Context: an optimization exercise on an open-source flow, tuned for small area. The choices shown serve that exercise and are no tape-out recipe.
Only simulation tests tie the RTL to the original design; equivalence was not proved.
No driver is modelled on the clock port, so clock power and skew are understated where the tree is cut down; a real chip needs a root buffer or a tree.
Power is estimated from default activity; no workload was simulated.

==> flow/design.v <==
module Clock (
    input start,
    input clk,
    output [4:0] s,
    output [11:0] clock_time
);
    reg [4:0] st;
    assign s = st;
    wire hz = st[4] & st[3];
    always @(posedge clk) begin
        if (~start)
            st <= 5'd24;
        else if (hz & st[0])
            st <= 5'd0;
        else
            st <= st + 5'd1;
    end
    assign clock_time = {7'd0, st[4] & ~st[3], st[3] & ~st[4], st[2], st[1], st[0] & ~hz};
endmodule
module Parking(
    input start,
    input clk,
    input car_entered,
    input is_uni_car_entered,
    input car_exited,
    input is_uni_car_exited,
    output [15:0] uni_car_parked,
    output [15:0] parked_care,
    output [15:0] uni_vacated_space,
    output [15:0] vacated_space,
    output reg uni_is_vacated_space,
    output reg is_vacated_space,
    output [11:0] clock_time
);
    reg [8:0] u;
    reg [8:0] g;
    reg [8:0] cap_u;
    reg [8:0] cap_g;
    wire [4:0] s;
    Clock clock (
        .clk(clk),
        .start(start),
        .s(s),
        .clock_time(clock_time)
    );
    wire off = ~(s[4] ^ s[3]);
    wire late = s[4] & ~s[3];
    wire h13 = ~s[4] & s[3] & s[2] & ~s[1] & s[0];
    wire h14 = ~s[4] & s[3] & s[2] & s[1] & ~s[0];
    wire h15 = ~s[4] & s[3] & s[2] & s[1] & s[0];
    always @(*) begin
        if (off) begin
            cap_u = 9'd0;   cap_g = 9'd0;
        end else if (late) begin
            cap_u = 9'd200; cap_g = 9'd500;
        end else if (h13) begin
            cap_u = 9'd450; cap_g = 9'd250;
        end else if (h14) begin
            cap_u = 9'd400; cap_g = 9'd300;
        end else if (h15) begin
            cap_u = 9'd350; cap_g = 9'd350;
        end else begin
            cap_u = 9'd500; cap_g = 9'd200;
        end
    end
    wire [9:0] vac_u, vac_g;
    wire [9:0] bu, bg;
    assign bu[0] = 1'b0;
    assign bg[0] = 1'b0;
    genvar i;
    generate
        for (i = 0; i < 9; i = i + 1) begin : sub
            assign vac_u[i] = cap_u[i] ^ u[i] ^ bu[i];
            assign bu[i+1] = (~cap_u[i] & (u[i] | bu[i])) | (u[i] & bu[i]);
            assign vac_g[i] = cap_g[i] ^ g[i] ^ bg[i];
            assign bg[i+1] = (~cap_g[i] & (g[i] | bg[i])) | (g[i] & bg[i]);
        end
    endgenerate
    assign vac_u[9] = bu[9];
    assign vac_g[9] = bg[9];
    assign uni_vacated_space = {{6{vac_u[9]}}, vac_u};
    assign vacated_space = {{6{vac_g[9]}}, vac_g};
    assign uni_car_parked = {7'd0, u};
    assign parked_care = {7'd0, g};
    localparam [9:0] K = 10'd324;
    wire [9:0] ua = {1'b0, u};
    wire [9:0] ga = {1'b0, g};
    wire [9:0] cs = ua ^ ga ^ K;
    wire [10:0] m = {(ua & ga) | (K & (ua | ga)), 1'b0};
    wire [10:0] c;
    assign c[0] = 1'b0;
    generate
        for (i = 0; i < 10; i = i + 1) begin : cmp
            assign c[i+1] = (cs[i] & m[i]) | (c[i] & (cs[i] | m[i]));
        end
    endgenerate
    wire over = c[10] | m[10];
    wire room = ~over;
    wire hz_u = ~(|vac_u[9:1]);
    wire hz_g = ~(|vac_g[9:1]);
    wire free_u = ~vac_u[9] & (~hz_u | vac_u[0]);
    wire free_g = ~vac_g[9] & (~hz_g | vac_g[0]);
    wire one_u = hz_u & vac_u[0];
    wire one_g = hz_g & vac_g[0];
    wire in_u = car_entered & is_uni_car_entered & room & uni_is_vacated_space & free_u;
    wire in_g = car_entered & ~is_uni_car_entered & room & is_vacated_space & free_g;
    wire out_u = ~car_entered & car_exited & is_uni_car_exited & (|u);
    wire out_g = ~car_entered & car_exited & ~is_uni_car_exited & (|g);
    wire [9:0] au, zu, ag, zg;
    assign au[0] = in_u;
    assign zu[0] = out_u;
    assign ag[0] = in_g;
    assign zg[0] = out_g;
    generate
        for (i = 0; i < 9; i = i + 1) begin : cnt
            assign au[i+1] = au[i] & u[i];
            assign zu[i+1] = zu[i] & ~u[i];
            assign ag[i+1] = ag[i] & g[i];
            assign zg[i+1] = zg[i] & ~g[i];
        end
    endgenerate
    always @(posedge clk) begin
        if (~start) begin
            u <= 9'd0;
            g <= 9'd0;
            uni_is_vacated_space <= 1'b1;
            is_vacated_space <= 1'b1;
        end else begin
            u <= u ^ (au[8:0] | zu[8:0]);
            g <= g ^ (ag[8:0] | zg[8:0]);
            if (in_u & one_u) uni_is_vacated_space <= 1'b0;
            else if (out_u) uni_is_vacated_space <= 1'b1;
            if (in_g & one_g) is_vacated_space <= 1'b0;
            else if (out_g) is_vacated_space <= 1'b1;
        end
    end
endmodule
clock: 8.0 ns
lec_check: 0
abc_area: 1
cap_margin: 20
core_margin: 2
core_utilization: 40
cts_buf_list: sky130_fd_sc_hd__clkbuf_8
cts_cluster_diameter: 500
cts_cluster_size: 40
slew_margin: 20
standard.sh (not shown) runs the stock make flow with config.mk's settings and CLKGATE_MAP_FILE= SYNTH_SCRIPT=/design/flow/synth_recipe.tcl, a recipe that flattens the netlist after the stock synthesis.
==> flow/flow/run.sh <==
#!/bin/bash
# The standard layout, with these changes:
#  - synthesis is the standard flow's script, but ABC first restructures the logic
#    (&deepsyn, fixed seed and effort) and then maps it for area, and
#    Yosys maps adders to plain gates (no fa/ha cells);
#  - each port gets a buf_1 buffer;
#  - one tie cell drives all constant outputs.
set -euo pipefail
work=$(pwd)
export ADDER_MAP_FILE=
make -C "$FLOW_HOME" DESIGN_CONFIG="$work/config.mk" WORK_HOME="$work/orfs" \
  CLKGATE_MAP_FILE= SYNTH_SCRIPT="$work/flow/my_synth.tcl" synth > synth.log 2>&1
export BUFFER_PORTS_ARGS="-buffer_cell sky130_fd_sc_hd__buf_1"
export SKIP_REPAIR_TIE_FANOUT=1
bash standard.sh > standard.log 2>&1
==> flow/flow/abc_map.script <==
strash
&get -n
&deepsyn -I 1 -J 200 -S 1
&put
strash
&get -n
&st
&dch -f
&nf -R 1000
&put
==> flow/flow/my_synth.tcl <==
# The standard flow's synthesis script (synth_recipe.tcl) with one change: ABC maps the
# logic with flow/abc_map.script, an area-oriented script.
set my_dir [file dirname [file normalize [info script]]]
proc abc {args} {
  global my_dir
  set i [lsearch -exact $args -script]
  if { $i >= 0 } {
    set args [lreplace $args $i [expr {$i + 1}] -script $my_dir/abc_map.script]
  }
  yosys abc {*}$args
}
source $my_dir/../synth_recipe.tcl
The first run finished with timing, DRC and antenna clean.
Then changed:
--- a/flow/flow/run.sh
+++ b/flow/flow/run.sh
@@ -3,2 +3 @@
-#  - synthesis is the standard flow's script, but ABC first restructures the logic
-#    (&deepsyn, fixed seed and effort) and then maps it for area, and
+#  - synthesis is the standard flow's script, but ABC maps with an area script and
==> flow/flow/abc_map.script (replaced) <==
strash
&get -n
&st
&dch -f
&nf -R 1000
&put
- clock-buffer cell count does not change
- die area is higher by 3.7%
- worst hold slack is better by 0.021 ns
- sequential cell count stays the same
- power is lower by 14%
- clock power is higher by 7.0%
- setup slack is better by 0.20 ns
- combinational power is lower by 23%
- sequential share of layout area is lower by 0.94 points
- routed wire length is higher by 3.2%
Then changed:
--- a/flow/flow/run.sh
+++ b/flow/flow/run.sh
@@ -3 +3,2 @@
-#  - synthesis is the standard flow's script, but ABC maps with an area script and
+#  - synthesis is the standard flow's script, but ABC first restructures the logic
+#    (&deepsyn, fixed seed and effort) and then maps it for area, and
@@ -6 +7,2 @@
-#  - one tie cell drives all constant outputs.
+#  - one tie cell drives all constant outputs;
+#  - the clock tree is one clkbuf_16 (flow/cts.tcl) instead of ORFS's CTS.
@@ -13,0 +16,5 @@
+bash standard.sh place > place.log 2>&1
+export RESULTS="$work/orfs/results/sky130hd/Parking/base"
+openroad -no_init -exit flow/cts.tcl > cts.log 2>&1
+cp "$RESULTS/4_1_cts.odb" "$RESULTS/4_cts.odb"
+touch "$RESULTS/4_cts.sdc"
==> flow/flow/abc_map.script (replaced) <==
strash
&get -n
&deepsyn -I 1 -J 200 -S 1
&put
strash
&get -n
&st
&dch -f
&nf -R 1000
&put
==> flow/flow/cts.tcl (new file) <==
# Clock tree in place of ORFS's CTS step: the design has only 25 flip-flops,
# so one clkbuf_16, placed at the centre of the flip-flops, drives all their
# clock pins and the clock port drives only that buffer. Every flip-flop's
# clock passes through the same buffer, so none is skewed against another.
set results $::env(RESULTS)
set platform $::env(FLOW_HOME)/platforms/sky130hd
read_liberty $platform/lib/sky130_fd_sc_hd__tt_025C_1v80.lib
read_db $results/3_place.odb
read_sdc $results/3_place.sdc
source $platform/setRC.tcl

set block [ord::get_db_block]
set net [$block findNet clk]
set master [[ord::get_db] findMaster sky130_fd_sc_hd__clkbuf_16]
set inst [odb::dbInst_create $block $master clkbuf_0_clk]
set leaf [odb::dbNet_create $block clknet_0_clk]
$leaf setSigType CLOCK
set xs 0
set ys 0
set n 0
foreach it [$net getITerms] {
  set box [[$it getInst] getBBox]
  set xs [expr {$xs + ([$box xMin] + [$box xMax]) / 2}]
  set ys [expr {$ys + ([$box yMin] + [$box yMax]) / 2}]
  incr n
  $it disconnect
  $it connect $leaf
}
[$inst findITerm A] connect $net
[$inst findITerm X] connect $leaf
$inst setLocation [expr {$xs / $n}] [expr {$ys / $n}]
$inst setPlacementStatus PLACED
global_connect
detailed_placement
check_placement -verbose

set_propagated_clock [all_clocks]
estimate_parasitics -placement
report_clock_skew
report_worst_slack -max
report_worst_slack -min
write_db $results/4_1_cts.odb
write_sdc -no_timestamp $results/4_cts.sdc
--- a/flow/config.mk
+++ b/flow/config.mk
@@ -12,3 +11,0 @@
-export CTS_BUF_LIST = sky130_fd_sc_hd__clkbuf_8
-export CTS_CLUSTER_DIAMETER = 500
-export CTS_CLUSTER_SIZE = 40
Effect:
- sequential power is higher by about 4%
- clock skew is lower by 0.0046 ns
- final area is lower by 4.9%
- area after synthesis is lower by 3.8%
- cell count is lower by 5.6%
Then changed:
==> flow/flow/run.sh (replaced) <==
#!/bin/bash
# The standard layout, with these changes:
#  - synthesis is the standard flow's script, but ABC maps with an area script and
#    Yosys maps adders to plain gates (no fa/ha cells);
#  - each port gets a buf_1 buffer.
set -euo pipefail
work=$(pwd)
export ADDER_MAP_FILE=
make -C "$FLOW_HOME" DESIGN_CONFIG="$work/config.mk" WORK_HOME="$work/orfs" \
  CLKGATE_MAP_FILE= SYNTH_SCRIPT="$work/flow/my_synth.tcl" synth > synth.log 2>&1
export BUFFER_PORTS_ARGS="-buffer_cell sky130_fd_sc_hd__buf_1"
bash standard.sh > standard.log 2>&1
==> flow/flow/abc_map.script (replaced) <==
strash
&get -n
&st
&dch -f
&nf -R 1000
&put
removed: flow/flow/cts.tcl
After rerunning:
- The new run completed without violations
- power went down by 11%
- via count went up by 7.7%
- worst setup slack gains 0.079 ns
- register-to-register slack gains 0.10 ns
- critical path depth went up by 3
- clock power went up by 37%
- utilization went up by 2.8 points
- cell count went up by 11%
- cell area went up by 8.6%
- routed wire length went up by 6.0%
In the third run of this note the design's own scripts or RTL, not TritonCTS, make the clock network.

port drivers added, routing unchanged:
No port has a modelled driver above. Below, the same layouts with a new extraction and two added sets of constraints.
Step 1: set_driving_cell puts a clkbuf_16 on clk and a buf_2 on each other input, an assumption about the parent block.
Step 2, shift: input delay + t, output delay - t, t = (earliest + latest rising clock arrival at the registers) / 2. This alone moves slack from input paths to output paths.
Three values: no drivers, after step 1, after step 2; two values: the first two.
run | t, ns | setup WS [ns] | worst setup path after step 2 | cell pins on the clock port's net
the first run | 0.293 | 1.542 / 1.514 / 1.807 | register to output | 1
the second run | 0.302 | 1.740 / 1.714 / 2.016 | register to output | 1
the third run | 0.195 | 1.658 / 1.625 / 1.820 | register to output | 1
the fourth run | 0.297 | 1.737 / 1.708 / 2.005 | register to output | 1
After both steps setup and hold are still met in every run listed.
